Context: an optimization exercise on an open-source flow, tuned for small area and a short achievable clock period. The choices shown serve that exercise and are no tape-out recipe. Function was checked by simulation only, so behaviour that the tests miss may differ from the original.

<file path="config.mk">
export PLATFORM = sky130hd
export DESIGN_NAME = Butterfly_Unit
export DESIGN_NICKNAME = Butterfly_Unit
export VERILOG_FILES = /design/flow/design.v
export SDC_FILE = /design/flow/constraint.sdc
export NUM_CORES = 4
export LEC_CHECK = 0
export CAP_MARGIN = 20
export CELL_PAD_IN_SITES_DETAIL_PLACEMENT = 0
export CELL_PAD_IN_SITES_GLOBAL_PLACEMENT = 0
export CORE_MARGIN = 2
export CORE_UTILIZATION = 45
export SETUP_SLACK_MARGIN = 3.0
export SLEW_MARGIN = 20
export TNS_END_PERCENT = 0
</file>
<file path="constraint.sdc">
create_clock -name core_clock -period 6.5 [get_ports {clk}]
set_input_delay 1.3000 -clock core_clock [delete_from_list [all_inputs] [get_ports {clk}]]
set_output_delay 1.3000 -clock core_clock [all_outputs]
set_load 0.01 [all_outputs]
</file>
<file path="design.v">
module Mul12_CS (
    input  [11:0] a,
    input  [11:0] b,
    output [23:0] x,
    output [23:0] y
);
    wire s1, c1, s2, c2, s3, c3, s4, c4, s5, c5, s6, c6, s7, c7, s8, c8;
    wire s9, c9, s10, c10, s11, c11, s12, c12, s13, c13, s14, c14, s15, c15, s16, c16;
    wire s17, c17, s18, c18, s19, c19, s20, c20, s21, c21, s22, c22, s23, c23, s24, c24;
    wire s25, c25, s26, c26, s27, c27, s28, c28, s29, c29, s30, c30, s31, c31, s32, c32;
    wire s33, c33, s34, c34, s35, c35, s36, c36, s37, c37, s38, c38, s39, c39, s40, c40;
    wire s41, c41, s42, c42, s43, c43, s44, c44, s45, c45, s46, c46, s47, c47, s48, c48;
    wire s49, c49, s50, c50, s51, c51, s52, c52, s53, c53, s54, c54, s55, c55, s56, c56;
    wire s57, c57, s58, c58, s59, c59, s60, c60, s61, c61, s62, c62, s63, c63, s64, c64;
    wire s65, c65, s66, c66, s67, c67, s68, c68, s69, c69, s70, c70, s71, c71, s72, c72;
    wire s73, c73, s74, c74, s75, c75, s76, c76, s77, c77, s78, c78, s79, c79, s80, c80;
    wire s81, c81, s82, c82, s83, c83, s84, c84, s85, c85, s86, c86, s87, c87, s88, c88;
    wire s89, c89, s90, c90, s91, c91, s92, c92, s93, c93, s94, c94, s95, c95, s96, c96;
    wire s97, c97, s98, c98, s99, c99, s100, c100, s101, c101, s102, c102, s103, c103, s104, c104;
    wire s105, c105, s106, c106, s107, c107, s108, c108, s109, c109, s110, c110;
    assign s1 = ~((~(a[0] & b[9])) ^ (~(a[1] & b[8])));
    assign c1 = (~(a[0] & b[9])) | (~(a[1] & b[8]));
    assign {c2, s2} = {1'b0, (~(a[0] & b[10]))} + {1'b0, (~(a[1] & b[9]))} + {1'b0, (~(a[2] & b[8]))};
    assign s3 = ~((~(a[3] & b[7])) ^ (~(a[4] & b[6])));
    assign c3 = (~(a[3] & b[7])) | (~(a[4] & b[6]));
    assign {c4, s4} = {1'b0, (~(a[0] & b[11]))} + {1'b0, (~(a[1] & b[10]))} + {1'b0, (~(a[2] & b[9]))};
    assign {c5, s5} = {1'b0, (~(a[3] & b[8]))} + {1'b0, (~(a[4] & b[7]))} + {1'b0, (~(a[5] & b[6]))};
    assign s6 = ~((~(a[6] & b[5])) ^ (~(a[7] & b[4])));
    assign c6 = (~(a[6] & b[5])) | (~(a[7] & b[4]));
    assign {c7, s7} = {1'b0, (~(a[1] & b[11]))} + {1'b0, (~(a[2] & b[10]))} + {1'b0, (~(a[3] & b[9]))};
    assign {c8, s8} = {1'b0, (~(a[4] & b[8]))} + {1'b0, (~(a[5] & b[7]))} + {1'b0, (~(a[6] & b[6]))};
    assign s9 = ~((~(a[7] & b[5])) ^ (~(a[8] & b[4])));
    assign c9 = (~(a[7] & b[5])) | (~(a[8] & b[4]));
    assign {c10, s10} = {1'b0, (~(a[2] & b[11]))} + {1'b0, (~(a[3] & b[10]))} + {1'b0, (~(a[4] & b[9]))};
    assign {c11, s11} = {1'b0, (~(a[5] & b[8]))} + {1'b0, (~(a[6] & b[7]))} + {1'b0, (~(a[7] & b[6]))};
    assign {c12, s12} = {1'b0, (~(a[3] & b[11]))} + {1'b0, (~(a[4] & b[10]))} + {1'b0, (~(a[5] & b[9]))};
    assign s13 = ~((~(a[0] & b[6])) ^ (~(a[1] & b[5])));
    assign c13 = (~(a[0] & b[6])) | (~(a[1] & b[5]));
    assign {c14, s14} = {1'b0, (~(a[0] & b[7]))} + {1'b0, (~(a[1] & b[6]))} + {1'b0, (~(a[2] & b[5]))};
    assign s15 = ~((~(a[3] & b[4])) ^ (~(a[4] & b[3])));
    assign c15 = (~(a[3] & b[4])) | (~(a[4] & b[3]));
    assign {c16, s16} = {1'b0, (~(a[0] & b[8]))} + {1'b0, (~(a[1] & b[7]))} + {1'b0, (~(a[2] & b[6]))};
    assign {c17, s17} = {1'b0, (~(a[3] & b[5]))} + {1'b0, (~(a[4] & b[4]))} + {1'b0, (~(a[5] & b[3]))};
    assign s18 = ~((~(a[6] & b[2])) ^ (~(a[7] & b[1])));
    assign c18 = (~(a[6] & b[2])) | (~(a[7] & b[1]));
    assign {c19, s19} = {1'b0, s1} + {1'b0, (~(a[2] & b[7]))} + {1'b0, (~(a[3] & b[6]))};
    assign {c20, s20} = {1'b0, (~(a[4] & b[5]))} + {1'b0, (~(a[5] & b[4]))} + {1'b0, (~(a[6] & b[3]))};
    assign {c21, s21} = {1'b0, (~(a[7] & b[2]))} + {1'b0, (~(a[8] & b[1]))} + {1'b0, (~(a[9] & b[0]))};
    assign {c22, s22} = {1'b0, s2} + {1'b0, s3} + {1'b0, (~(a[5] & b[5]))};
    assign {c23, s23} = {1'b0, (~(a[6] & b[4]))} + {1'b0, (~(a[7] & b[3]))} + {1'b0, (~(a[8] & b[2]))};
    assign {c24, s24} = {1'b0, (~(a[9] & b[1]))} + {1'b0, (~(a[10] & b[0]))} + {1'b0, c1};
    assign {c25, s25} = {1'b0, s4} + {1'b0, s5} + {1'b0, s6};
    assign {c26, s26} = {1'b0, (~(a[8] & b[3]))} + {1'b0, (~(a[9] & b[2]))} + {1'b0, (~(a[10] & b[1]))};
    assign {c27, s27} = {1'b0, (~(a[11] & b[0]))} + {1'b0, c2} + {1'b0, c3};
    assign {c28, s28} = {1'b0, s7} + {1'b0, s8} + {1'b0, s9};
    assign {c29, s29} = {1'b0, (~(a[9] & b[3]))} + {1'b0, (~(a[10] & b[2]))} + {1'b0, (~(a[11] & b[1]))};
    assign {c30, s30} = {1'b0, c4} + {1'b0, c5} + {1'b0, c6};
    assign {c31, s31} = {1'b0, s10} + {1'b0, s11} + {1'b0, (~(a[8] & b[5]))};
    assign {c32, s32} = {1'b0, (~(a[9] & b[4]))} + {1'b0, (~(a[10] & b[3]))} + {1'b0, (~(a[11] & b[2]))};
    assign {c33, s33} = {1'b0, c7} + {1'b0, c8} + {1'b0, c9};
    assign {c34, s34} = {1'b0, s12} + {1'b0, (~(a[6] & b[8]))} + {1'b0, (~(a[7] & b[7]))};
    assign {c35, s35} = {1'b0, (~(a[8] & b[6]))} + {1'b0, (~(a[9] & b[5]))} + {1'b0, (~(a[10] & b[4]))};
    assign {c36, s36} = {1'b0, (~(a[11] & b[3]))} + {1'b0, c10} + {1'b0, c11};
    assign {c37, s37} = {1'b0, (~(a[4] & b[11]))} + {1'b0, (~(a[5] & b[10]))} + {1'b0, (~(a[6] & b[9]))};
    assign {c38, s38} = {1'b0, (~(a[7] & b[8]))} + {1'b0, (~(a[8] & b[7]))} + {1'b0, (~(a[9] & b[6]))};
    assign {c39, s39} = {1'b0, (~(a[10] & b[5]))} + {1'b0, (~(a[11] & b[4]))} + {1'b0, c12};
    assign {c40, s40} = {1'b0, (~(a[5] & b[11]))} + {1'b0, (~(a[6] & b[10]))} + {1'b0, (~(a[7] & b[9]))};
    assign {c41, s41} = {1'b0, (~(a[8] & b[8]))} + {1'b0, (~(a[9] & b[7]))} + {1'b0, (~(a[10] & b[6]))};
    assign {c42, s42} = {1'b0, (~(a[6] & b[11]))} + {1'b0, (~(a[7] & b[10]))} + {1'b0, (~(a[8] & b[9]))};
    assign s43 = ~((~(a[0] & b[4])) ^ (~(a[1] & b[3])));
    assign c43 = (~(a[0] & b[4])) | (~(a[1] & b[3]));
    assign {c44, s44} = {1'b0, (~(a[0] & b[5]))} + {1'b0, (~(a[1] & b[4]))} + {1'b0, (~(a[2] & b[3]))};
    assign s45 = ~((~(a[3] & b[2])) ^ (~(a[4] & b[1])));
    assign c45 = (~(a[3] & b[2])) | (~(a[4] & b[1]));
    assign {c46, s46} = {1'b0, s13} + {1'b0, (~(a[2] & b[4]))} + {1'b0, (~(a[3] & b[3]))};
    assign {c47, s47} = {1'b0, (~(a[4] & b[2]))} + {1'b0, (~(a[5] & b[1]))} + {1'b0, (~(a[6] & b[0]))};
    assign {c48, s48} = {1'b0, s14} + {1'b0, s15} + {1'b0, (~(a[5] & b[2]))};
    assign {c49, s49} = {1'b0, (~(a[6] & b[1]))} + {1'b0, (~(a[7] & b[0]))} + {1'b0, c13};
    assign {c50, s50} = {1'b0, s16} + {1'b0, s17} + {1'b0, s18};
    assign {c51, s51} = {1'b0, (~(a[8] & b[0]))} + {1'b0, c14} + {1'b0, c15};
    assign {c52, s52} = {1'b0, s19} + {1'b0, s20} + {1'b0, s21};
    assign {c53, s53} = {1'b0, c16} + {1'b0, c17} + {1'b0, c18};
    assign {c54, s54} = {1'b0, s22} + {1'b0, s23} + {1'b0, s24};
    assign {c55, s55} = {1'b0, c19} + {1'b0, c20} + {1'b0, c21};
    assign {c56, s56} = {1'b0, s25} + {1'b0, s26} + {1'b0, s27};
    assign {c57, s57} = {1'b0, c22} + {1'b0, c23} + {1'b0, c24};
    assign {c58, s58} = {1'b0, s28} + {1'b0, s29} + {1'b0, s30};
    assign {c59, s59} = {1'b0, c25} + {1'b0, c26} + {1'b0, c27};
    assign {c60, s60} = {1'b0, s31} + {1'b0, s32} + {1'b0, s33};
    assign {c61, s61} = {1'b0, c28} + {1'b0, c29} + {1'b0, c30};
    assign {c62, s62} = {1'b0, s34} + {1'b0, s35} + {1'b0, s36};
    assign {c63, s63} = {1'b0, c31} + {1'b0, c32} + {1'b0, c33};
    assign {c64, s64} = {1'b0, s37} + {1'b0, s38} + {1'b0, s39};
    assign {c65, s65} = {1'b0, c34} + {1'b0, c35} + {1'b0, c36};
    assign {c66, s66} = {1'b0, s40} + {1'b0, s41} + {1'b0, (~(a[11] & b[5]))};
    assign {c67, s67} = {1'b0, c37} + {1'b0, c38} + {1'b0, c39};
    assign {c68, s68} = {1'b0, s42} + {1'b0, (~(a[9] & b[8]))} + {1'b0, (~(a[10] & b[7]))};
    assign {c69, s69} = {1'b0, (~(a[11] & b[6]))} + {1'b0, c40} + {1'b0, c41};
    assign {c70, s70} = {1'b0, (~(a[7] & b[11]))} + {1'b0, (~(a[8] & b[10]))} + {1'b0, (~(a[9] & b[9]))};
    assign {c71, s71} = {1'b0, (~(a[10] & b[8]))} + {1'b0, (~(a[11] & b[7]))} + {1'b0, c42};
    assign {c72, s72} = {1'b0, (~(a[8] & b[11]))} + {1'b0, (~(a[9] & b[10]))} + {1'b0, (~(a[10] & b[9]))};
    assign s73 = ~((~(a[0] & b[3])) ^ (~(a[1] & b[2])));
    assign c73 = (~(a[0] & b[3])) | (~(a[1] & b[2]));
    assign {c74, s74} = {1'b0, s43} + {1'b0, (~(a[2] & b[2]))} + {1'b0, (~(a[3] & b[1]))};
    assign {c75, s75} = {1'b0, s44} + {1'b0, s45} + {1'b0, (~(a[5] & b[0]))};
    assign {c76, s76} = {1'b0, s46} + {1'b0, s47} + {1'b0, c44};
    assign {c77, s77} = {1'b0, s48} + {1'b0, s49} + {1'b0, c46};
    assign {c78, s78} = {1'b0, s50} + {1'b0, s51} + {1'b0, c48};
    assign {c79, s79} = {1'b0, s52} + {1'b0, s53} + {1'b0, c50};
    assign {c80, s80} = {1'b0, s54} + {1'b0, s55} + {1'b0, c52};
    assign {c81, s81} = {1'b0, s56} + {1'b0, s57} + {1'b0, c54};
    assign {c82, s82} = {1'b0, s58} + {1'b0, s59} + {1'b0, c56};
    assign {c83, s83} = {1'b0, s60} + {1'b0, s61} + {1'b0, c58};
    assign {c84, s84} = {1'b0, s62} + {1'b0, s63} + {1'b0, c60};
    assign {c85, s85} = {1'b0, s64} + {1'b0, s65} + {1'b0, c62};
    assign {c86, s86} = {1'b0, s66} + {1'b0, s67} + {1'b0, c64};
    assign {c87, s87} = {1'b0, s68} + {1'b0, s69} + {1'b0, c66};
    assign {c88, s88} = {1'b0, s70} + {1'b0, s71} + {1'b0, c68};
    assign {c89, s89} = {1'b0, s72} + {1'b0, (~(a[11] & b[8]))} + {1'b0, c70};
    assign {c90, s90} = {1'b0, (~(a[9] & b[11]))} + {1'b0, (~(a[10] & b[10]))} + {1'b0, (~(a[11] & b[9]))};
    assign s91 = ~((~(a[0] & b[2])) ^ (~(a[1] & b[1])));
    assign c91 = (~(a[0] & b[2])) | (~(a[1] & b[1]));
    assign {c92, s92} = {1'b0, s73} + {1'b0, (~(a[2] & b[1]))} + {1'b0, (~(a[3] & b[0]))};
    assign {c93, s93} = {1'b0, s74} + {1'b0, (~(a[4] & b[0]))} + {1'b0, c73};
    assign {c94, s94} = {1'b0, s75} + {1'b0, c43} + {1'b0, c74};
    assign {c95, s95} = {1'b0, s76} + {1'b0, c45} + {1'b0, c75};
    assign {c96, s96} = {1'b0, s77} + {1'b0, c47} + {1'b0, c76};
    assign {c97, s97} = {1'b0, s78} + {1'b0, c49} + {1'b0, c77};
    assign {c98, s98} = {1'b0, s79} + {1'b0, c51} + {1'b0, c78};
    assign {c99, s99} = {1'b0, s80} + {1'b0, c53} + {1'b0, c79};
    assign {c100, s100} = {1'b0, s81} + {1'b0, c55} + {1'b0, c80};
    assign {c101, s101} = {1'b0, s82} + {1'b0, c57} + {1'b0, c81};
    assign {c102, s102} = {1'b0, s83} + {1'b0, c59} + {1'b0, c82};
    assign {c103, s103} = {1'b0, s84} + {1'b0, c61} + {1'b0, c83};
    assign {c104, s104} = {1'b0, s85} + {1'b0, c63} + {1'b0, c84};
    assign {c105, s105} = {1'b0, s86} + {1'b0, c65} + {1'b0, c85};
    assign {c106, s106} = {1'b0, s87} + {1'b0, c67} + {1'b0, c86};
    assign {c107, s107} = {1'b0, s88} + {1'b0, c69} + {1'b0, c87};
    assign {c108, s108} = {1'b0, s89} + {1'b0, c71} + {1'b0, c88};
    assign {c109, s109} = {1'b0, s90} + {1'b0, c72} + {1'b0, c89};
    assign {c110, s110} = {1'b0, (~(a[10] & b[11]))} + {1'b0, (~(a[11] & b[10]))} + {1'b0, c90};
    assign x = ~{1'b1, (~(a[11] & b[11])), s110, s109, s108, s107, s106, s105, s104, s103, s102, s101, s100, s99, s98, s97, s96, s95, s94, s93, s92, s91, (~(a[0] & b[1])), (~(a[0] & b[0]))};
    assign y = ~{1'b1, c110, c109, c108, c107, c106, c105, c104, c103, c102, c101, c100, c99, c98, c97, c96, c95, c94, c93, c92, c91, (~(a[2] & b[0])), (~(a[1] & b[0])), 1'b1};
endmodule
module Tab_P12 (input [3:0] h, output [12:0] t);
    assign t[0] = (~h[3] & ~h[2] & ~h[1] & ~h[0]) | (~h[3] & ~h[2] & h[1] & h[0]) | (~h[3] & h[2] & ~h[1] & h[0]) | (~h[3] & h[2] & h[1] & ~h[0]) | (h[3] & ~h[2] & ~h[1] & ~h[0]) | (h[3] & ~h[2] & h[1] & ~h[0]) | (h[3] & ~h[2] & h[1] & h[0]) | (h[3] & h[2] & ~h[1] & h[0]);
    assign t[1] = (~h[3] & ~h[2] & h[1] & ~h[0]) | (~h[3] & h[2] & ~h[1] & h[0]) | (h[3] & ~h[2] & ~h[1] & ~h[0]) | (h[3] & ~h[2] & ~h[1] & h[0]) | (h[3] & ~h[2] & h[1] & h[0]) | (h[3] & h[2] & ~h[1] & ~h[0]) | (h[3] & h[2] & h[1] & h[0]);
    assign t[2] = (~h[3] & ~h[2] & h[1] & ~h[0]) | (~h[3] & ~h[2] & h[1] & h[0]) | (~h[3] & h[2] & ~h[1] & ~h[0]) | (h[3] & ~h[2] & ~h[1] & ~h[0]) | (h[3] & ~h[2] & ~h[1] & h[0]) | (h[3] & ~h[2] & h[1] & ~h[0]) | (h[3] & h[2] & h[1] & h[0]);
    assign t[3] = (~h[3] & ~h[2] & h[1] & ~h[0]) | (~h[3] & ~h[2] & h[1] & h[0]) | (~h[3] & h[2] & ~h[1] & ~h[0]) | (~h[3] & h[2] & ~h[1] & h[0]) | (~h[3] & h[2] & h[1] & ~h[0]) | (~h[3] & h[2] & h[1] & h[0]) | (h[3] & h[2] & h[1] & h[0]);
    assign t[4] = (~h[3] & ~h[2] & h[1] & ~h[0]) | (~h[3] & ~h[2] & h[1] & h[0]) | (~h[3] & h[2] & ~h[1] & ~h[0]) | (~h[3] & h[2] & ~h[1] & h[0]) | (~h[3] & h[2] & h[1] & ~h[0]) | (~h[3] & h[2] & h[1] & h[0]) | (h[3] & ~h[2] & ~h[1] & ~h[0]) | (h[3] & ~h[2] & ~h[1] & h[0]) | (h[3] & ~h[2] & h[1] & ~h[0]) | (h[3] & ~h[2] & h[1] & h[0]) | (h[3] & h[2] & ~h[1] & ~h[0]) | (h[3] & h[2] & ~h[1] & h[0]) | (h[3] & h[2] & h[1] & ~h[0]);
    assign t[5] = (~h[3] & ~h[2] & h[1] & ~h[0]) | (~h[3] & ~h[2] & h[1] & h[0]) | (~h[3] & h[2] & ~h[1] & ~h[0]) | (~h[3] & h[2] & ~h[1] & h[0]) | (~h[3] & h[2] & h[1] & ~h[0]) | (~h[3] & h[2] & h[1] & h[0]) | (h[3] & ~h[2] & ~h[1] & ~h[0]) | (h[3] & ~h[2] & ~h[1] & h[0]) | (h[3] & ~h[2] & h[1] & ~h[0]) | (h[3] & ~h[2] & h[1] & h[0]) | (h[3] & h[2] & ~h[1] & ~h[0]) | (h[3] & h[2] & ~h[1] & h[0]) | (h[3] & h[2] & h[1] & ~h[0]) | (h[3] & h[2] & h[1] & h[0]);
    assign t[6] = (~h[3] & ~h[2] & h[1] & ~h[0]) | (~h[3] & ~h[2] & h[1] & h[0]) | (~h[3] & h[2] & ~h[1] & ~h[0]) | (~h[3] & h[2] & ~h[1] & h[0]) | (~h[3] & h[2] & h[1] & ~h[0]) | (~h[3] & h[2] & h[1] & h[0]) | (h[3] & ~h[2] & ~h[1] & ~h[0]) | (h[3] & ~h[2] & ~h[1] & h[0]) | (h[3] & ~h[2] & h[1] & ~h[0]) | (h[3] & ~h[2] & h[1] & h[0]) | (h[3] & h[2] & ~h[1] & ~h[0]) | (h[3] & h[2] & ~h[1] & h[0]) | (h[3] & h[2] & h[1] & ~h[0]) | (h[3] & h[2] & h[1] & h[0]);
    assign t[7] = (~h[3] & ~h[2] & h[1] & ~h[0]) | (~h[3] & ~h[2] & h[1] & h[0]) | (~h[3] & h[2] & ~h[1] & ~h[0]) | (~h[3] & h[2] & ~h[1] & h[0]) | (~h[3] & h[2] & h[1] & ~h[0]) | (~h[3] & h[2] & h[1] & h[0]) | (h[3] & ~h[2] & ~h[1] & ~h[0]) | (h[3] & ~h[2] & ~h[1] & h[0]) | (h[3] & ~h[2] & h[1] & ~h[0]) | (h[3] & ~h[2] & h[1] & h[0]) | (h[3] & h[2] & ~h[1] & ~h[0]) | (h[3] & h[2] & ~h[1] & h[0]) | (h[3] & h[2] & h[1] & ~h[0]) | (h[3] & h[2] & h[1] & h[0]);
    assign t[8] = (~h[3] & ~h[2] & ~h[1] & ~h[0]) | (~h[3] & ~h[2] & h[1] & ~h[0]) | (~h[3] & h[2] & ~h[1] & ~h[0]) | (~h[3] & h[2] & h[1] & h[0]) | (h[3] & ~h[2] & ~h[1] & h[0]) | (h[3] & h[2] & ~h[1] & ~h[0]) | (h[3] & h[2] & h[1] & ~h[0]) | (h[3] & h[2] & h[1] & h[0]);
    assign t[9] = (~h[3] & h[2] & ~h[1] & ~h[0]) | (~h[3] & h[2] & ~h[1] & h[0]) | (~h[3] & h[2] & h[1] & h[0]) | (h[3] & ~h[2] & ~h[1] & ~h[0]) | (h[3] & ~h[2] & h[1] & h[0]) | (h[3] & h[2] & h[1] & ~h[0]);
    assign t[10] = (~h[3] & ~h[2] & ~h[1] & ~h[0]) | (~h[3] & ~h[2] & h[1] & ~h[0]) | (~h[3] & h[2] & ~h[1] & h[0]) | (~h[3] & h[2] & h[1] & ~h[0]) | (~h[3] & h[2] & h[1] & h[0]) | (h[3] & ~h[2] & ~h[1] & h[0]) | (h[3] & ~h[2] & h[1] & h[0]) | (h[3] & h[2] & ~h[1] & h[0]) | (h[3] & h[2] & h[1] & ~h[0]) | (h[3] & h[2] & h[1] & h[0]);
    assign t[11] = (~h[3] & ~h[2] & ~h[1] & ~h[0]) | (~h[3] & ~h[2] & h[1] & h[0]) | (~h[3] & h[2] & ~h[1] & ~h[0]) | (~h[3] & h[2] & ~h[1] & h[0]) | (h[3] & ~h[2] & ~h[1] & ~h[0]) | (h[3] & ~h[2] & ~h[1] & h[0]) | (h[3] & h[2] & ~h[1] & ~h[0]) | (h[3] & h[2] & ~h[1] & h[0]) | (h[3] & h[2] & h[1] & ~h[0]);
    assign t[12] = (~h[3] & ~h[2] & ~h[1] & h[0]) | (h[3] & ~h[2] & h[1] & ~h[0]);
endmodule
module Tab_P16 (input [3:0] h, output [11:0] t);
    assign t[0] = (~h[3] & ~h[2] & ~h[1] & h[0]) | (~h[3] & ~h[2] & h[1] & ~h[0]) | (~h[3] & ~h[2] & h[1] & h[0]) | (~h[3] & h[2] & h[1] & h[0]) | (h[3] & ~h[2] & ~h[1] & ~h[0]) | (h[3] & ~h[2] & ~h[1] & h[0]) | (h[3] & h[2] & ~h[1] & h[0]) | (h[3] & h[2] & h[1] & ~h[0]) | (h[3] & h[2] & h[1] & h[0]);
    assign t[1] = (~h[3] & h[2] & ~h[1] & ~h[0]) | (~h[3] & h[2] & ~h[1] & h[0]) | (~h[3] & h[2] & h[1] & ~h[0]) | (~h[3] & h[2] & h[1] & h[0]) | (h[3] & ~h[2] & ~h[1] & ~h[0]) | (h[3] & ~h[2] & ~h[1] & h[0]);
    assign t[2] = (~h[3] & ~h[2] & ~h[1] & h[0]) | (~h[3] & ~h[2] & h[1] & h[0]) | (~h[3] & h[2] & ~h[1] & h[0]) | (~h[3] & h[2] & h[1] & h[0]) | (h[3] & ~h[2] & ~h[1] & h[0]) | (h[3] & ~h[2] & h[1] & ~h[0]) | (h[3] & h[2] & ~h[1] & ~h[0]) | (h[3] & h[2] & h[1] & ~h[0]);
    assign t[3] = (~h[3] & ~h[2] & ~h[1] & h[0]) | (~h[3] & ~h[2] & h[1] & ~h[0]) | (~h[3] & h[2] & ~h[1] & h[0]) | (~h[3] & h[2] & h[1] & ~h[0]) | (h[3] & ~h[2] & ~h[1] & h[0]) | (h[3] & ~h[2] & h[1] & ~h[0]) | (h[3] & ~h[2] & h[1] & h[0]) | (h[3] & h[2] & h[1] & ~h[0]) | (h[3] & h[2] & h[1] & h[0]);
    assign t[4] = (~h[3] & ~h[2] & h[1] & ~h[0]) | (~h[3] & h[2] & ~h[1] & ~h[0]) | (~h[3] & h[2] & ~h[1] & h[0]) | (~h[3] & h[2] & h[1] & h[0]) | (h[3] & ~h[2] & h[1] & ~h[0]) | (h[3] & h[2] & ~h[1] & ~h[0]) | (h[3] & h[2] & h[1] & h[0]);
    assign t[5] = (~h[3] & ~h[2] & ~h[1] & h[0]) | (~h[3] & h[2] & ~h[1] & ~h[0]) | (~h[3] & h[2] & h[1] & h[0]) | (h[3] & ~h[2] & ~h[1] & ~h[0]) | (h[3] & ~h[2] & h[1] & ~h[0]) | (h[3] & ~h[2] & h[1] & h[0]) | (h[3] & h[2] & h[1] & ~h[0]);
    assign t[6] = (~h[3] & ~h[2] & ~h[1] & h[0]) | (~h[3] & ~h[2] & h[1] & ~h[0]) | (~h[3] & ~h[2] & h[1] & h[0]) | (~h[3] & h[2] & h[1] & h[0]) | (h[3] & ~h[2] & ~h[1] & ~h[0]) | (h[3] & ~h[2] & ~h[1] & h[0]) | (h[3] & h[2] & h[1] & ~h[0]) | (h[3] & h[2] & h[1] & h[0]);
    assign t[7] = (~h[3] & ~h[2] & ~h[1] & h[0]) | (~h[3] & ~h[2] & h[1] & ~h[0]) | (~h[3] & ~h[2] & h[1] & h[0]) | (~h[3] & h[2] & ~h[1] & ~h[0]) | (~h[3] & h[2] & ~h[1] & h[0]) | (~h[3] & h[2] & h[1] & ~h[0]) | (h[3] & h[2] & h[1] & ~h[0]) | (h[3] & h[2] & h[1] & h[0]);
    assign t[8] = (~h[3] & h[2] & ~h[1] & ~h[0]) | (~h[3] & h[2] & ~h[1] & h[0]) | (~h[3] & h[2] & h[1] & ~h[0]) | (h[3] & ~h[2] & h[1] & ~h[0]) | (h[3] & ~h[2] & h[1] & h[0]) | (h[3] & h[2] & ~h[1] & ~h[0]) | (h[3] & h[2] & h[1] & ~h[0]) | (h[3] & h[2] & h[1] & h[0]);
    assign t[9] = (~h[3] & h[2] & h[1] & h[0]) | (h[3] & ~h[2] & ~h[1] & ~h[0]) | (h[3] & ~h[2] & ~h[1] & h[0]) | (h[3] & ~h[2] & h[1] & ~h[0]) | (h[3] & ~h[2] & h[1] & h[0]) | (h[3] & h[2] & ~h[1] & ~h[0]) | (h[3] & h[2] & h[1] & ~h[0]) | (h[3] & h[2] & h[1] & h[0]);
    assign t[10] = (~h[3] & ~h[2] & h[1] & ~h[0]) | (~h[3] & h[2] & ~h[1] & h[0]) | (h[3] & ~h[2] & ~h[1] & ~h[0]) | (h[3] & ~h[2] & h[1] & h[0]) | (h[3] & h[2] & ~h[1] & h[0]) | (h[3] & h[2] & h[1] & ~h[0]);
    assign t[11] = (~h[3] & ~h[2] & ~h[1] & h[0]) | (~h[3] & h[2] & ~h[1] & ~h[0]) | (~h[3] & h[2] & h[1] & h[0]) | (h[3] & ~h[2] & h[1] & ~h[0]) | (h[3] & h[2] & ~h[1] & h[0]);
endmodule
module Tab_P20 (input [3:0] h, output [14:0] t);
    assign t[0] = (~h[3] & ~h[2] & ~h[1] & h[0]) | (~h[3] & ~h[2] & h[1] & h[0]) | (~h[3] & h[2] & ~h[1] & h[0]) | (~h[3] & h[2] & h[1] & h[0]) | (h[3] & ~h[2] & ~h[1] & h[0]) | (h[3] & ~h[2] & h[1] & h[0]) | (h[3] & h[2] & ~h[1] & h[0]) | (h[3] & h[2] & h[1] & h[0]);
    assign t[1] = (~h[3] & ~h[2] & h[1] & ~h[0]) | (~h[3] & ~h[2] & h[1] & h[0]) | (~h[3] & h[2] & h[1] & ~h[0]) | (~h[3] & h[2] & h[1] & h[0]) | (h[3] & ~h[2] & h[1] & ~h[0]) | (h[3] & ~h[2] & h[1] & h[0]) | (h[3] & h[2] & h[1] & ~h[0]) | (h[3] & h[2] & h[1] & h[0]);
    assign t[2] = (~h[3] & ~h[2] & ~h[1] & h[0]) | (~h[3] & ~h[2] & h[1] & h[0]) | (~h[3] & h[2] & ~h[1] & ~h[0]) | (~h[3] & h[2] & h[1] & ~h[0]) | (h[3] & ~h[2] & ~h[1] & h[0]) | (h[3] & ~h[2] & h[1] & h[0]) | (h[3] & h[2] & ~h[1] & ~h[0]) | (h[3] & h[2] & h[1] & ~h[0]);
    assign t[3] = (~h[3] & ~h[2] & h[1] & ~h[0]) | (~h[3] & ~h[2] & h[1] & h[0]) | (~h[3] & h[2] & ~h[1] & h[0]) | (~h[3] & h[2] & h[1] & ~h[0]) | (h[3] & ~h[2] & ~h[1] & ~h[0]) | (h[3] & ~h[2] & ~h[1] & h[0]) | (h[3] & h[2] & ~h[1] & ~h[0]) | (h[3] & h[2] & h[1] & h[0]);
    assign t[4] = (~h[3] & h[2] & ~h[1] & ~h[0]) | (~h[3] & h[2] & ~h[1] & h[0]) | (~h[3] & h[2] & h[1] & ~h[0]) | (h[3] & ~h[2] & h[1] & ~h[0]) | (h[3] & ~h[2] & h[1] & h[0]) | (h[3] & h[2] & ~h[1] & ~h[0]);
    assign t[5] = (~h[3] & h[2] & h[1] & h[0]) | (h[3] & ~h[2] & ~h[1] & ~h[0]) | (h[3] & ~h[2] & ~h[1] & h[0]) | (h[3] & ~h[2] & h[1] & ~h[0]) | (h[3] & ~h[2] & h[1] & h[0]) | (h[3] & h[2] & ~h[1] & ~h[0]);
    assign t[6] = (~h[3] & ~h[2] & ~h[1] & h[0]) | (~h[3] & ~h[2] & h[1] & h[0]) | (~h[3] & h[2] & ~h[1] & h[0]) | (~h[3] & h[2] & h[1] & h[0]) | (h[3] & ~h[2] & ~h[1] & h[0]) | (h[3] & ~h[2] & h[1] & h[0]) | (h[3] & h[2] & h[1] & ~h[0]);
    assign t[7] = (~h[3] & ~h[2] & ~h[1] & h[0]) | (~h[3] & ~h[2] & h[1] & ~h[0]) | (~h[3] & h[2] & ~h[1] & h[0]) | (~h[3] & h[2] & h[1] & ~h[0]) | (h[3] & ~h[2] & ~h[1] & h[0]) | (h[3] & ~h[2] & h[1] & ~h[0]) | (h[3] & h[2] & h[1] & ~h[0]) | (h[3] & h[2] & h[1] & h[0]);
    assign t[8] = (~h[3] & ~h[2] & ~h[1] & h[0]) | (~h[3] & ~h[2] & h[1] & ~h[0]) | (~h[3] & ~h[2] & h[1] & h[0]) | (~h[3] & h[2] & ~h[1] & ~h[0]) | (h[3] & ~h[2] & ~h[1] & h[0]) | (h[3] & ~h[2] & h[1] & ~h[0]) | (h[3] & ~h[2] & h[1] & h[0]) | (h[3] & h[2] & ~h[1] & ~h[0]) | (h[3] & h[2] & ~h[1] & h[0]);
    assign t[9] = (~h[3] & ~h[2] & ~h[1] & h[0]) | (~h[3] & ~h[2] & h[1] & ~h[0]) | (~h[3] & ~h[2] & h[1] & h[0]) | (~h[3] & h[2] & ~h[1] & ~h[0]) | (~h[3] & h[2] & ~h[1] & h[0]) | (~h[3] & h[2] & h[1] & ~h[0]) | (~h[3] & h[2] & h[1] & h[0]) | (h[3] & ~h[2] & ~h[1] & ~h[0]);
    assign t[10] = (~h[3] & ~h[2] & ~h[1] & h[0]) | (~h[3] & ~h[2] & h[1] & ~h[0]) | (~h[3] & ~h[2] & h[1] & h[0]) | (~h[3] & h[2] & ~h[1] & ~h[0]) | (~h[3] & h[2] & ~h[1] & h[0]) | (~h[3] & h[2] & h[1] & ~h[0]) | (~h[3] & h[2] & h[1] & h[0]) | (h[3] & ~h[2] & ~h[1] & ~h[0]) | (h[3] & ~h[2] & ~h[1] & h[0]) | (h[3] & ~h[2] & h[1] & ~h[0]) | (h[3] & ~h[2] & h[1] & h[0]) | (h[3] & h[2] & ~h[1] & ~h[0]) | (h[3] & h[2] & ~h[1] & h[0]) | (h[3] & h[2] & h[1] & ~h[0]) | (h[3] & h[2] & h[1] & h[0]);
    assign t[11] = (~h[3] & ~h[2] & ~h[1] & h[0]) | (~h[3] & ~h[2] & h[1] & ~h[0]) | (~h[3] & ~h[2] & h[1] & h[0]) | (~h[3] & h[2] & ~h[1] & ~h[0]) | (~h[3] & h[2] & ~h[1] & h[0]) | (~h[3] & h[2] & h[1] & ~h[0]) | (~h[3] & h[2] & h[1] & h[0]) | (h[3] & ~h[2] & ~h[1] & ~h[0]) | (h[3] & ~h[2] & ~h[1] & h[0]) | (h[3] & ~h[2] & h[1] & ~h[0]) | (h[3] & ~h[2] & h[1] & h[0]) | (h[3] & h[2] & ~h[1] & ~h[0]) | (h[3] & h[2] & ~h[1] & h[0]) | (h[3] & h[2] & h[1] & ~h[0]) | (h[3] & h[2] & h[1] & h[0]);
    assign t[12] = (~h[3] & ~h[2] & ~h[1] & h[0]) | (~h[3] & ~h[2] & h[1] & ~h[0]) | (~h[3] & ~h[2] & h[1] & h[0]) | (~h[3] & h[2] & ~h[1] & ~h[0]) | (~h[3] & h[2] & ~h[1] & h[0]) | (~h[3] & h[2] & h[1] & ~h[0]) | (~h[3] & h[2] & h[1] & h[0]) | (h[3] & ~h[2] & ~h[1] & ~h[0]) | (h[3] & ~h[2] & ~h[1] & h[0]) | (h[3] & ~h[2] & h[1] & ~h[0]) | (h[3] & ~h[2] & h[1] & h[0]) | (h[3] & h[2] & ~h[1] & ~h[0]) | (h[3] & h[2] & ~h[1] & h[0]) | (h[3] & h[2] & h[1] & ~h[0]) | (h[3] & h[2] & h[1] & h[0]);
    assign t[13] = (~h[3] & ~h[2] & ~h[1] & h[0]) | (~h[3] & ~h[2] & h[1] & ~h[0]) | (~h[3] & ~h[2] & h[1] & h[0]) | (~h[3] & h[2] & ~h[1] & ~h[0]) | (~h[3] & h[2] & ~h[1] & h[0]) | (~h[3] & h[2] & h[1] & ~h[0]) | (~h[3] & h[2] & h[1] & h[0]) | (h[3] & ~h[2] & ~h[1] & ~h[0]) | (h[3] & ~h[2] & ~h[1] & h[0]) | (h[3] & ~h[2] & h[1] & ~h[0]) | (h[3] & ~h[2] & h[1] & h[0]) | (h[3] & h[2] & ~h[1] & ~h[0]) | (h[3] & h[2] & ~h[1] & h[0]) | (h[3] & h[2] & h[1] & ~h[0]) | (h[3] & h[2] & h[1] & h[0]);
    assign t[14] = (~h[3] & ~h[2] & ~h[1] & h[0]) | (~h[3] & ~h[2] & h[1] & ~h[0]) | (~h[3] & ~h[2] & h[1] & h[0]) | (~h[3] & h[2] & ~h[1] & ~h[0]) | (~h[3] & h[2] & ~h[1] & h[0]) | (~h[3] & h[2] & h[1] & ~h[0]) | (~h[3] & h[2] & h[1] & h[0]) | (h[3] & ~h[2] & ~h[1] & ~h[0]) | (h[3] & ~h[2] & ~h[1] & h[0]) | (h[3] & ~h[2] & h[1] & ~h[0]) | (h[3] & ~h[2] & h[1] & h[0]) | (h[3] & h[2] & ~h[1] & ~h[0]) | (h[3] & h[2] & ~h[1] & h[0]) | (h[3] & h[2] & h[1] & ~h[0]) | (h[3] & h[2] & h[1] & h[0]);
endmodule
module CSA #(parameter W = 8) (
    input  [W-1:0] a,
    input  [W-1:0] b,
    input  [W-1:0] c,
    output [W-1:0] s,
    output [W-1:0] y       
);
    wire [W-1:0] maj;
    genvar i;
    generate
        for (i = 0; i < W; i = i + 1) begin : bit_
            assign {maj[i], s[i]} = {1'b0, a[i]} + {1'b0, b[i]} + {1'b0, c[i]};
        end
    endgenerate
    assign y = {maj[W-2:0], 1'b0};
endmodule
module Butterfly_Unit (
    input clk,
    input reset,
    input [1:0] operation,   
    input valid_in,
    input [11:0] a_in,
    input [11:0] b_in,
    input [11:0] zeta,
    output reg [11:0] a_out,
    output reg [11:0] b_out,
    output reg valid_out
);
    localparam [12:0] Q = 13'd3329;
    wire        intt0 = operation[0];
    wire        zero0 = operation[1];
    wire [12:0] d0    = {1'b0, a_in} - {1'b0, b_in};
    wire [12:0] ds0, dc0;
    CSA #(13) csa_d (.a({1'b0, a_in}), .b({1'b1, ~b_in}), .c(13'd3330), .s(ds0), .y(dc0));
    wire [12:0] dq0   = ds0 + dc0;                                   
    wire [11:0] m0    = !intt0 ? b_in : (d0[12] ? dq0[11:0] : d0[11:0]);
    wire [12:0] s0    = {1'b0, a_in & {12{~zero0}}} + {1'b0, b_in & {12{intt0 & ~zero0}}};
    reg [11:0] m1, z1;
    reg [12:0] s1;
    reg        op1;
    reg        v1;
    always @(posedge clk) begin
        m1  <= m0;
        s1  <= s0;
        z1  <= zeta & {12{~zero0}};
        op1 <= intt0;
    end
    wire [23:0] px1, py1;
    Mul12_CS mul (.a(z1), .b(m1), .x(px1), .y(py1));
    reg [23:0] px2, py2;
    reg [12:0] s2;
    reg        op2;
    reg        v2;
    always @(posedge clk) begin
        px2 <= px1;
        py2 <= py1;
        s2  <= s1;
        op2 <= op1;
    end
    wire [11:0] h2 = px2[23:12] + py2[23:12];
    wire [12:0] t0;
    wire [11:0] t1;
    wire [14:0] t2;
    Tab_P12 tab0 (.h(h2[3:0]),  .t(t0));
    Tab_P16 tab1 (.h(h2[7:4]),  .t(t1));
    Tab_P20 tab2 (.h(h2[11:8]), .t(t2));
    wire [14:0] sa, ca, sb, cb, sc, cc;
    CSA #(15) csa_a (.a({3'b000, px2[11:0]}), .b({3'b000, py2[11:0]}), .c({2'b00, t0}), .s(sa), .y(ca));
    CSA #(15) csa_b (.a(sa), .b(ca), .c({3'b000, t1}), .s(sb), .y(cb));
    CSA #(15) csa_c (.a(sb), .b(cb), .c(t2), .s(sc), .y(cc));
    reg [14:0] xs3, xc3;
    reg [12:0] s3;
    reg        op3;
    reg        v3;
    always @(posedge clk) begin
        xs3 <= sc;
        xc3 <= cc;
        s3  <= s2;
        op3 <= op2;
    end
    wire [14:0] x3  = xs3 + xc3;
    wire        ge1 = x3 >= 15'd3329;
    wire        ge2 = x3 >= 15'd6658;
    wire        ge3 = x3 >= 15'd9987;
    wire        ge4 = x3 >= 15'd13316;
    wire [11:0] x31 = x3[11:0] + 12'd767;
    wire [11:0] x32 = x3[11:0] + 12'd1534;
    wire [11:0] x33 = x3[11:0] + 12'd2301;
    wire [11:0] x34 = x3[11:0] + 12'd3068;
    wire [11:0] r3  = ge4 ? x34 : ge3 ? x33 : ge2 ? x32 : ge1 ? x31 : x3[11:0];
    reg [11:0] r4;
    reg [12:0] s4;
    reg        op4;
    reg        v4;
    always @(posedge clk) begin
        r4  <= r3;
        s4  <= s3;
        op4 <= op3;
    end
    wire [11:0] rn4 = r4 & {12{~op4}};
    wire [12:0] t4  = s4 + {1'b0, rn4};                            
    wire        tg4 = t4 >= 13'd3329;
    wire [11:0] tm4 = t4[11:0] + 12'd767;
    wire [11:0] ao4 = tg4 ? tm4 : t4[11:0];
    wire [12:0] u4  = {1'b0, s4[11:0]} - {1'b0, r4};
    wire [11:0] uq4 = u4[11:0] + 12'd3329;
    wire [11:0] bo4 = op4 ? r4 : (u4[12] ? uq4 : u4[11:0]);
    always @(posedge clk) begin
        a_out <= ao4;
        b_out <= bo4;
    end
    always @(posedge clk) begin
        if (reset) begin
            v1 <= 1'b0; v2 <= 1'b0; v3 <= 1'b0; v4 <= 1'b0; valid_out <= 1'b0;
        end else begin
            v1 <= valid_in; v2 <= v1; v3 <= v2; v4 <= v3; valid_out <= v4;
        end
    end
endmodule
</file>
<file path="run.sh">
#!/bin/bash
# synth_recipe.tcl (not shown) runs the flow's synth.tcl, then flattens the netlist and writes it again
# the make line also repeats each setting of config.mk as NAME=value (left out here)
make -C /OpenROAD-flow-scripts/flow DESIGN_CONFIG=/design/flow/config.mk WORK_HOME=/design/flow/orfs CLKGATE_MAP_FILE= SYNTH_SCRIPT=/design/flow/synth_recipe.tcl finish
</file>
==> results.yml, run 1 <==
logic_synthesis:
  synth_cells: 1546
  synth_edf_count: 0
  synth_cell_types: 78
  yosysWarnings: 1
  syn_nets: 1849
  avgSynthCellArea_um2: 9.49
  ys_seq_area_share_pct: 26.6
  async_reset_ff_share_pct: 0
  synth_area_mm2: 0.0147
  synth_top_flop_cell: "dfxtp_1"
  ys_seq_elements: 195
timing:
  clock_skew_ns: 0.0119
  setup_ws_ns: 2.85
  final-setup-viol-count: 0
  fin_crit_sh_pct: 56.1
  fin_crit_ns: 3.65
  timing_hold_violations_final: 0
  rsz0062_at_grt: "true"
  maxSlewHeadroom_pct: 52.7
  drv_slew: 0
  finalSetupTns_ns: 0
  clock.fmax_mhz: 274
  fin_hold_ws_ns: 0.318
  worst_pin_slew_ns: 0.704
global_route:
  grt_pass1_vias: 10941
  grt_pass1_wl_um: 55000
  grt_max_degree: 26
  overflow: 0
  antenna_found_initial: 0
  track_usage_pct: 20.5
place:
  placed_area_mm2: 0.0157
  dp_slack_ns: 1.91
  gp_congestion: 0.877
  dp_hpwl_um: 24900
  place.port_buffers: 65
critical_path:
  cp.arrival_ns: 4.00
  cp-end-kind: "flop"
  crit_required_ns: 6.85
  start_kind: "input pin"
  crit_fanout: 12
  critPathKind: "in -> reg"
flow_run:
  cap_violations: 0
cts:
  cts_tree: "yes"
  cts_root_buf: "clkbuf_16"
  clk_pin_slew_worst_paths_ns: 0.09
  insertion_delay_ns: 0.45
  clkSinkCount: 195
  htreeDepth: 4
  cts_buffers: 17
  hold_buffers: 0
  cts_buffer_depth: 2
detailed_routing:
  wl_per_cell_um: 15.8
  first_pass_iters: 5
  via_per_inst: 5.15
  initialDrtViolationCount: 574
  ant_nets: 0
  drc: 0
  routed-via-count: 10784
  wl_um: 33200
run_status:
  outcome: "complete, no violations"
min_path:
  min-delay-path-class: "reg -> reg"
die:
  die_area_mm2: 0.0341
  rows: 66
  initial_core_util_pct: 45.5
  core_mm2: 0.0323
  pin_count: 66
  die_h_um: 185
  die_x_um: 185
final_layout:
  nNetsFinal: 1944
  drive_gt1_share_pct: 14.1
  antenna_cells: 0
  synthToLayoutAreaGrowth_pct: 19.8
  design_area_mm2: 0.0176
  fill_cells: 2903
-- per-layer routing --
metal	share of wire [%]	vias up	GRT usage [%]	wire length, um
li1	-	5325	-	-
met1	47	5254	26.8	15700
met2	48	174	35.4	16000
met3	2.7	31	2.75	881
met4	1.9	0	5.66	627
met5	0	-	0	0
-- flip-flops by register name, summed over array words and instances (netlist names) --
name       flops
px2           23
py2           22
xs3           15
xc3           14
s1            13
s2            13
s3            13
s4            13
a_out         12
b_out         12
m1            12
r4            12
z1            12
op1            1
op2            1
op3            1
op4            1
v1             1
v2             1
v3             1
v4             1
valid_out      1
-- synth_stat cells (4+ instances only) --
| cell | count | area share, % |
|---|---|---|
| a2111oi_0 | 5 | 0.30 |
| a211o_1 | 8 | 0.48 |
| a211oi_1 | 13 | 0.66 |
| a21boi_0 | 5 | 0.26 |
| a21o_1 | 28 | 1.4 |
| a21oi_1 | 79 | 2.7 |
| a31oi_1 | 8 | 0.34 |
| and2_1 | 144 | 6.1 |
| and3_1 | 14 | 0.60 |
| buf_2 | 6 | 0.20 |
| buf_6 | 5 | 0.38 |
| clkbuf_1 | 48 | 1.2 |
| dfxtp_1 | 195 | 27 |
| fa_1 | 147 | 20 |
| ha_1 | 115 | 9.8 |
| inv_1 | 155 | 4.0 |
| mux2i_1 | 11 | 0.75 |
| nand2_1 | 89 | 2.3 |
| nand2b_1 | 9 | 0.38 |
| nand3_1 | 18 | 0.61 |
| nor2_1 | 76 | 1.9 |
| nor2b_1 | 27 | 1.2 |
| nor3_1 | 26 | 0.89 |
| o211ai_1 | 15 | 0.77 |
| o21a_1 | 11 | 0.56 |
| o21ai_0 | 70 | 2.4 |
| o21ai_1 | 4 | 0.14 |
| o21bai_1 | 16 | 0.82 |
| o31ai_1 | 5 | 0.26 |
| or2_2 | 5 | 0.21 |
| or3_1 | 7 | 0.30 |
| xnor2_1 | 61 | 3.6 |
| xor2_1 | 42 | 2.5 |
-- stage by stage --
step	instances	utilization (%)
after CTS	2083	53.5
after detailed placement	1997	48.5
final	2096	54.5
after floorplan	1546	-
after global placement	1997	48.5
after global routing	2096	54.5
-- final timing paths --
path / start / endpoint / slack (ns) / cells after the start
max: operation[0] / s1[4] / 2.85 / 18
min: s2[0] / s3[0] / 0.32 / 0
max reg2reg: xc3[1] / r4[6] / 2.89 / 12
min reg2reg: s2[0] / s3[0] / 0.32 / 0
-- cell families (layout without fill, tap and decap cells) --
group | after synthesis | after routing | synth area share, %
simple gates | 435 | 435 | 15.6
compound gates | 322 | 322 | 15.0
fa+ha+maj | 263 | 263 | 29.9
buf+inv | 214 | 322 | 5.78
flops | 195 | 195 | 26.6
xor+xnor | 103 | 103 | 6.15
mux | 14 | 14 | 1.01
-- critical path, stage by stage --
cell and delay (ns):
clkdlybuf4s15_1 0.28, buf_12 0.17, clkinvlp_4 0.13, or3_4 0.40
fa_1 0.43, nor2b_1 0.13, o21ai_1 0.09, a21boi_2 0.18
buf_4 0.13, buf_4 0.09, buf_4 0.09, buf_4 0.09
buf_4 0.09, buf_4 0.09, buf_4 0.09, buf_4 0.09
buf_4 0.09, nor2_1 0.03
-- final cells by class --
cell class | instances | area, um^2 | area share [%]
sequential | 195 | 3910 | 22.2
inverter | 155 | 586 | 3.33
clock inverter | 15 | 241 | 1.37
tap | 442 | 553 | 3.14
clock buffer | 17 | 425 | 2.42
multi-input combinational | 1137 | 10600 | 60.4
timing repair buffer | 135 | 1250 | 7.09
-- cells in the final DEF, fill, tap and decap left out, drive strengths merged, types with 18 or more instances in the layout --
master         netlist  final
dfxtp              195    195
inv                155    165
fa                 147    147
and2               145    145
ha                 115    115
nand2               89     89
a21oi               80     80
nor2                76     76
o21ai               74     74
buf                 11     70
xnor2               61     61
clkdlybuf4s50        0     55
xor2                42     42
a21o                28     28
nor2b               27     27
nor3                27     27
nand3               18     18
o211ai              18     18
-- timing repair --
action | CTS | global route
endpoints found under the setup margin | 83 | 88
cloned | 2 | 0
setup buffers | 52 | 13
resized for setup | 112 | 50
pin swaps | 42 | 30
endpoints found under the hold margin | 0 | 0
==> run 2: changes to the inputs <==
--- a/config.mk
+++ b/config.mk
@@ -5,11 +5,12 @@
 export SDC_FILE = /design/flow/constraint.sdc
 export NUM_CORES = 4
 export LEC_CHECK = 0
+export ABC_AREA = 1
 export CAP_MARGIN = 20
 export CELL_PAD_IN_SITES_DETAIL_PLACEMENT = 0
 export CELL_PAD_IN_SITES_GLOBAL_PLACEMENT = 0
 export CORE_MARGIN = 2
-export CORE_UTILIZATION = 45
+export CORE_UTILIZATION = 55
 export SETUP_SLACK_MARGIN = 3.0
 export SLEW_MARGIN = 20
 export TNS_END_PERCENT = 0
==> results.yml, run 2 <==
detailed_routing:
  via_per_inst: 4.95
  wl_met2_um: 16300
  first_pass_iters: 8
  initialDrtViolationCount: 802
  ant_nets: 0
  wl_per_cell_um: 13.9
  drc: 0
  highest_layer: "met4"
  routed-via-count: 12386
  met1_length_um: 16500
  wl_met3_um: 1450
  wl_um: 34700
cts:
  cts_buffers: 17
  clk_pin_slew_worst_paths_ns: 0.08
  htreeDepth: 4
  insertion_delay_ns: 0.45
  clkSinkCount: 195
  cts_buffer_depth: 2
  cts_root_buf: "clkbuf_16"
  cts_tree: "yes"
timing:
  worst_pin_slew_ns: 1.02
  drv_slew: 0
  rsz0062_at_grt: "true"
  maxSlewHeadroom_pct: 32.2
  clock.fmax_mhz: 270
  finalSetupTns_ns: 0
  fin_crit_ns: 3.70
  final-setup-viol-count: 0
  clock_skew_ns: 0.0144
  setup_ws_ns: 2.80
  timing_hold_violations_final: 0
  fin_crit_sh_pct: 56.9
min_path:
  min_to: "s4[2]"
  hold-path-cell-count: 0
  min-delay-path-class: "reg -> reg"
  hp-start: "s3[2]"
critical_path:
  critical_path_buf_inv_count: 3
  ff2ff_path_depth: 17
  cp_cell_sequence: "ha_4 > inv_2 > fa_2 > inv_2 > nand3_2 > nand2_2 > a21oi_2 > o21ai_2 > xor2_2 > inv_2 > nand2_2 > nor2_1 > nand2_1 > nand3_2 > or3_4 > fa_1 > fa_1"
  critical-path-max-stage-delay_ns: 0.54
  slowest_stage: "fa_1"
  r2r_slack_ns: 2.80
  crit_fanout: 3
  timing.rr.start: "px2[12]"
  crit_required_ns: 6.82
  cp.arrival_ns: 4.02
  critPathKind: "reg -> reg"
  start_kind: "flop"
  crit_top_cell: "inv_2"
  timing.rr.end: "xs3[5]"
  cp-end-kind: "flop"
  crit_family: "adder cells"
place:
  gp_congestion: 0.907
  place.port_buffers: 65
  dp_hpwl_um: 27400
  dp_slack_ns: 1.88
final_layout:
  layout_commonest_cell: "nand2_1"
  largest_register_ffs: 23
  final_cell_mix: "491 x nand2_1, 419 x inv_1, 192 x dfxtp_1, 149 x nor2_1, 146 x fa_1"
  nNetsFinal: 2413
  regMostFlops: "px2"
  largestRegisters: "px2 (23), py2 (22), xs3 (15)"
  fill_cells: 2543
  drive_gt1_share_pct: 6.78
  post-route-util_pct: 62.7
  synthToLayoutAreaGrowth_pct: 12.1
  antenna_cells: 0
logic_synthesis:
  synth_cells: 2059
  ys_seq_area_share_pct: 25.1
  yosysMostFrequentCell: "nand2_1"
  synth_cell_types: 48
  synthTopCellsByArea: "dfxtp_1 25%, fa_1 19%, nand2_1 12%, inv_1 10%, ha_1 9.3%"
  synth_top_flop_cell: "dfxtp_1"
  synth_edf_count: 0
  avgSynthCellArea_um2: 7.54
  async_reset_ff_share_pct: 0
  synth_area_leader_cell: "dfxtp_1"
  ys_seq_elements: 195
  synth_common_cells: "495 x nand2_1, 431 x inv_1, 195 x dfxtp_1, 155 x nor2_1, 147 x fa_1"
  yosysWarnings: 1
  synth_top_area_share_pct: 25.1
  synth_area_mm2: 0.0155
  syn_nets: 2362
die:
  rows: 61
  pin_count: 66
  die_h_um: 172
  initial_core_util_pct: 55.9
  core_mm2: 0.0278
  die_area_mm2: 0.0296
  die_x_um: 172
global_route:
  track_usage_pct: 24.9
  overflow: 0
  grt_pass1_vias: 12161
  grt_max_degree: 26
  grt_pass1_wl_um: 58000
  antenna_found_initial: 0
run_status:
  outcome: "complete, no violations"
flow_run:
  cap_violations: 0
==> run 2: changes by cell type after synthesis, moves of 25 or more <==
| cell | before | now |
|---|---|---|
| nor2b_1 | 27 | 0 |
| nand4_1 | 3 | 28 |
| nand3_1 | 18 | 102 |
| xnor2_1 | 61 | 16 |
| inv_1 | 155 | 431 |
| nand2_1 | 89 | 495 |
| nor2_1 | 76 | 155 |
| and2_1 | 144 | 2 |
==> run 2: final cells by class <==
type	instances	area [um^2]	share of cell area [%]
multi-input combinational	1381	9980	57.3
sequential	195	3910	22.5
inverter	437	1640	9.44
timing repair buffer	78	771	4.43
tap	378	473	2.72
clock buffer	17	425	2.44
clock inverter	15	204	1.17
==> run 2: kinds of logic after synthesis <==
kind of cell | share of synthesized area [%]
xor+xnor | 4.41
compound gates | 7.33
simple gates | 23.0
fa+ha+maj | 28.2
flops | 25.1
buf+inv | 11.9
==> run 2: worst register-to-register path, delay by kind of cell (launching register included) <==
kind | cells | cell delay [ns]
buf+inv | 3 | 0.24
flops | 1 | 0.35
fa+ha+maj | 4 | 1.55
xor+xnor | 1 | 0.27
compound gates | 2 | 0.25
simple gates | 7 | 0.92
==> run 2: through the flow <==
| step | hold WS (ns) | instances | instance area [um^2] |
|---|---|---|---|
| floorplan | 0.310 | 2059 | 15500 |
| global placement | 0.310 | 2457 | 16400 |
| detailed placement | 0.312 | 2457 | 16400 |
| CTS | 0.325 | 2494 | 17200 |
| global route | 0.333 | 2501 | 17400 |
| finish | 0.327 | 2501 | 17400 |
==> run 2: what timing repair did <==
| action | in CTS | in global routing |
|---|---|---|
| hold buffers | 0 | 0 |
| setup endpoints to repair | 62 | 87 |
| pin swaps | 5 | 10 |
| buffers inserted | 5 | 6 |
| gates cloned | 0 | 1 |
| resized for setup | 28 | 42 |
==> run 2: worst max-delay path by stage <==
| stage | start | slack (ns) | end | depth (start not counted) |
|---|---|---|---|---|
| 2_1_floorplan | a_in[1] | 2.93 | m1[11] | 18 |
| 3_3_place_gp | operation[1] | 1.96 | s1[12] | 14 |
| 4_1_cts | operation[0] | 2.80 | s1[12] | 16 |
| 6_report | px2[12] | 2.80 | xs3[5] | 17 |
| 5_1_grt | px2[12] | 2.65 | xs3[5] | 17 |
| 3_5_place_dp | operation[1] | 1.88 | s1[12] | 14 |
==> run 2: routing by layer <==
layer | vias to the layer above | global-route usage (%)
met3 | 38 | 3.50
met4 | 0 | 6.21
met5 | - | 0
met2 | 273 | 41.8
li1 | 6373 | -
met1 | 5702 | 33.9
==> run 3: changes to the inputs <==
--- a/config.mk
+++ b/config.mk
@@ -5,12 +5,12 @@
 export SDC_FILE = /design/flow/constraint.sdc
 export NUM_CORES = 4
 export LEC_CHECK = 0
-export ABC_AREA = 1
 export CAP_MARGIN = 20
 export CELL_PAD_IN_SITES_DETAIL_PLACEMENT = 0
 export CELL_PAD_IN_SITES_GLOBAL_PLACEMENT = 0
 export CORE_MARGIN = 2
 export CORE_UTILIZATION = 55
+export CTS_CLUSTER_SIZE = 24
 export SETUP_SLACK_MARGIN = 3.0
 export SLEW_MARGIN = 20
 export TNS_END_PERCENT = 0
==> results.yml, run 3 <==
run_status:
  outcome: "complete, no violations"
global_route:
  grtUsageMet2_pct: 44.8
  antenna_found_initial: 0
  gr-usage-met3_pct: 3.81
  grt_max_degree: 23
  grt_pass1_wl_um: 57000
  grt-busiest-layer: "met2"
  track_usage_pct: 25.3
  grt_pass1_vias: 11430
  overflow: 0
  grt_use_met1_pct: 32.8
cts:
  cts_buffer_depth: 2
  cts_buffers: 17
  insertion_delay_ns: 0.44
  hold_buffers: 0
  clkSinkCount: 195
  htreeDepth: 4
  cts_root_buf: "clkbuf_16"
  cts_tree: "yes"
  clk_pin_slew_worst_paths_ns: 0.09
die:
  die_x_um: 167
  core_mm2: 0.0261
  rows: 59
  die_area_mm2: 0.0280
  initial_core_util_pct: 56.2
  die_h_um: 167
  pin_count: 66
critical_path:
  crit_fanout: 5
  start_kind: "flop"
  cp-end-kind: "flop"
  r2r_slack_ns: 2.91
  timing.rr.end: "r4[11]"
  crit_required_ns: 6.84
  cp.arrival_ns: 3.92
  timing.rr.start: "xc3[1]"
  ff2ff_path_depth: 15
  critPathKind: "reg -> reg"
final_layout:
  final_cell_mix: "188 x dfxtp_1, 148 x inv_1, 144 x and2_1, 141 x fa_1, 101 x ha_1"
  synthToLayoutAreaGrowth_pct: 21.5
  nNetsFinal: 1968
  fill_cells: 2108
  antenna_cells: 0
  post-route-util_pct: 68.3
  largest_register_ffs: 23
  design_area_mm2: 0.0178
  finalNonFillerCells: 2013
  drive_gt1_share_pct: 17.0
  layout_commonest_cell: "dfxtp_1"
  regMostFlops: "px2"
  largestRegisters: "px2 (23), py2 (22), xs3 (15)"
timing:
  maxSlewHeadroom_pct: 47.4
  drv_slew: 0
  finalSetupTns_ns: 0
  setup_ws_ns: 2.91
  final-setup-viol-count: 0
  fin_hold_ws_ns: 0.323
  rsz0062_at_grt: "true"
  fin_crit_ns: 3.59
  timing_hold_violations_final: 0
  worst_pin_slew_ns: 0.789
  fin_crit_sh_pct: 55.2
  clock_skew_ns: 0.0210
  clock.fmax_mhz: 279
place:
  dp_hpwl_um: 24700
  gp_congestion: 0.890
  dp_slack_ns: 1.89
  place.port_buffers: 65
  placed_area_mm2: 0.0155
  dp_cells: 1890
min_path:
  hp-start: "s2[0]"
  hold-path-cell-count: 0
  min_to: "s3[0]"
  min-delay-path-class: "reg -> reg"
logic_synthesis:
  async_reset_ff_share_pct: 0
  synth_common_cells: "195 x dfxtp_1, 155 x inv_1, 147 x fa_1, 144 x and2_1, 115 x ha_1"
  ys_seq_elements: 195
  synth_area_mm2: 0.0147
  synth_cells: 1546
  synth_cell_types: 78
  synth_top_area_share_pct: 26.6
  synth_edf_count: 0
  yosysMostFrequentCell: "dfxtp_1"
  avgSynthCellArea_um2: 9.49
  synth_top_flop_cell: "dfxtp_1"
  yosysWarnings: 1
  synth_area_leader_cell: "dfxtp_1"
  ys_seq_area_share_pct: 26.6
  syn_nets: 1849
  synthTopCellsByArea: "dfxtp_1 27%, fa_1 20%, ha_1 9.8%, and2_1 6.1%, inv_1 4.0%"
detailed_routing:
  wl_per_cell_um: 17.1
  initialDrtViolationCount: 653
  routed-via-count: 11147
  drc: 0
  via_per_inst: 5.54
  wl_um: 34400
  first_pass_iters: 19
  ant_nets: 0
flow_run:
  cap_violations: 0
==> run 3: logic make-up after synthesis <==
kind of cell | after synthesis | share of synthesized area [%]
AO/OA/AOI/OAI | 322 | 15.0
flip-flops | 195 | 26.6
AND/OR/NAND/NOR | 435 | 15.6
XOR/XNOR | 103 | 6.15
multiplexers | 14 | 1.01
buffers and inverters | 214 | 5.78
adder cells (fa/ha/maj) | 263 | 29.9
==> run 3: area by class of cell <==
class	instances	area [um^2]	area share [%]
Timing Repair Buffer	158	1460	8.21
Clock inverter	14	190	1.07
Multi-Input combinational cell	1138	10800	60.7
Sequential cell	195	3920	21.9
Tap cell	335	419	2.35
Inverter	155	586	3.28
Clock buffer	18	429	2.41
==> run 3: routing by layer <==
| layer | wire length, um | vias up | share of wire [%] |
|---|---|---|---|
| met3 | 1330 | 51 | 3.9 |
| met1 | 15200 | 5478 | 44 |
| met5 | 0 | - | 0 |
| met4 | 561 | 0 | 1.6 |
| met2 | 17300 | 235 | 50 |
| li1 | - | 5383 | - |
==> run 3: critical path: stages (launching register included) <==
cell and delay (ns):
dfxtp_2 0.33, ha_4 0.17, fa_2 0.42, a211o_4 0.37, a211o_4 0.40, a211oi_4 0.26, o211ai_1 0.19, buf_4 0.18
buf_4 0.13, buf_6 0.11, buf_6 0.10, buf_4 0.12, buf_4 0.12, o211ai_1 0.21, o31ai_2 0.11, xnor2_1 0.29
==> run 3: repair_timing <==
| item | CTS | global route |
|---|---|---|
| cloned | 4 | 0 |
| pin swaps | 57 | 70 |
| endpoints found under the setup margin | 85 | 91 |
| buffers inserted | 68 | 19 |
| resized for setup | 134 | 89 |
==> run 3: how the worst max path moves through the flow <==
stage | start | endpoint | slack, ns | cells after the start
floorplan | operation[1] | s1[10] | 2.90 | 16
global placement | operation[0] | s1[11] | 1.96 | 15
detailed placement | operation[0] | s1[11] | 1.89 | 15
CTS | py2[12] | xs3[9] | 2.93 | 10
global route | px2[13] | xs3[4] | 2.81 | 12
finish | xc3[1] | r4[11] | 2.91 | 15

[re-timing with driven ports]
The results above use ideal ports. As a check the final layouts listed here were re-extracted and re-timed, cells and wires unchanged. Step 1 sets driving cells, clkbuf_16 on the clock port and buf_2 on the other inputs (assumed; they add their load-dependent delay and slew). Step 2 moves the port delays by t, midway between the first and last clock arrival at a register: inputs arrive t later, outputs are due t later. That takes back most of the time a late clock gives input paths. a / b / c = ideal / step 1 / step 2; a / b = the first two.
run	t, ns	slack for setup (ns)	latest minus earliest clock arrival (ns)	worst register clock-pin slew, ns	worst slew at a driven data input, ns
run 1	0.495	2.852 / 2.878 / 2.383	0.015 / 0.016	0.09 / 0.09	0.04
run 2	0.494	2.801 / 2.801 / 2.456	0.018 / 0.018	0.09 / 0.09	0.04
run 3	0.482	2.913 / 2.913 / 2.520	0.021 / 0.022	0.09 / 0.09	0.03
After both steps setup and hold are still met in every run listed. For run 1, which loses most, drivers alone change the setup slack by +0.026 ns; drivers and shift together by -0.469 ns.
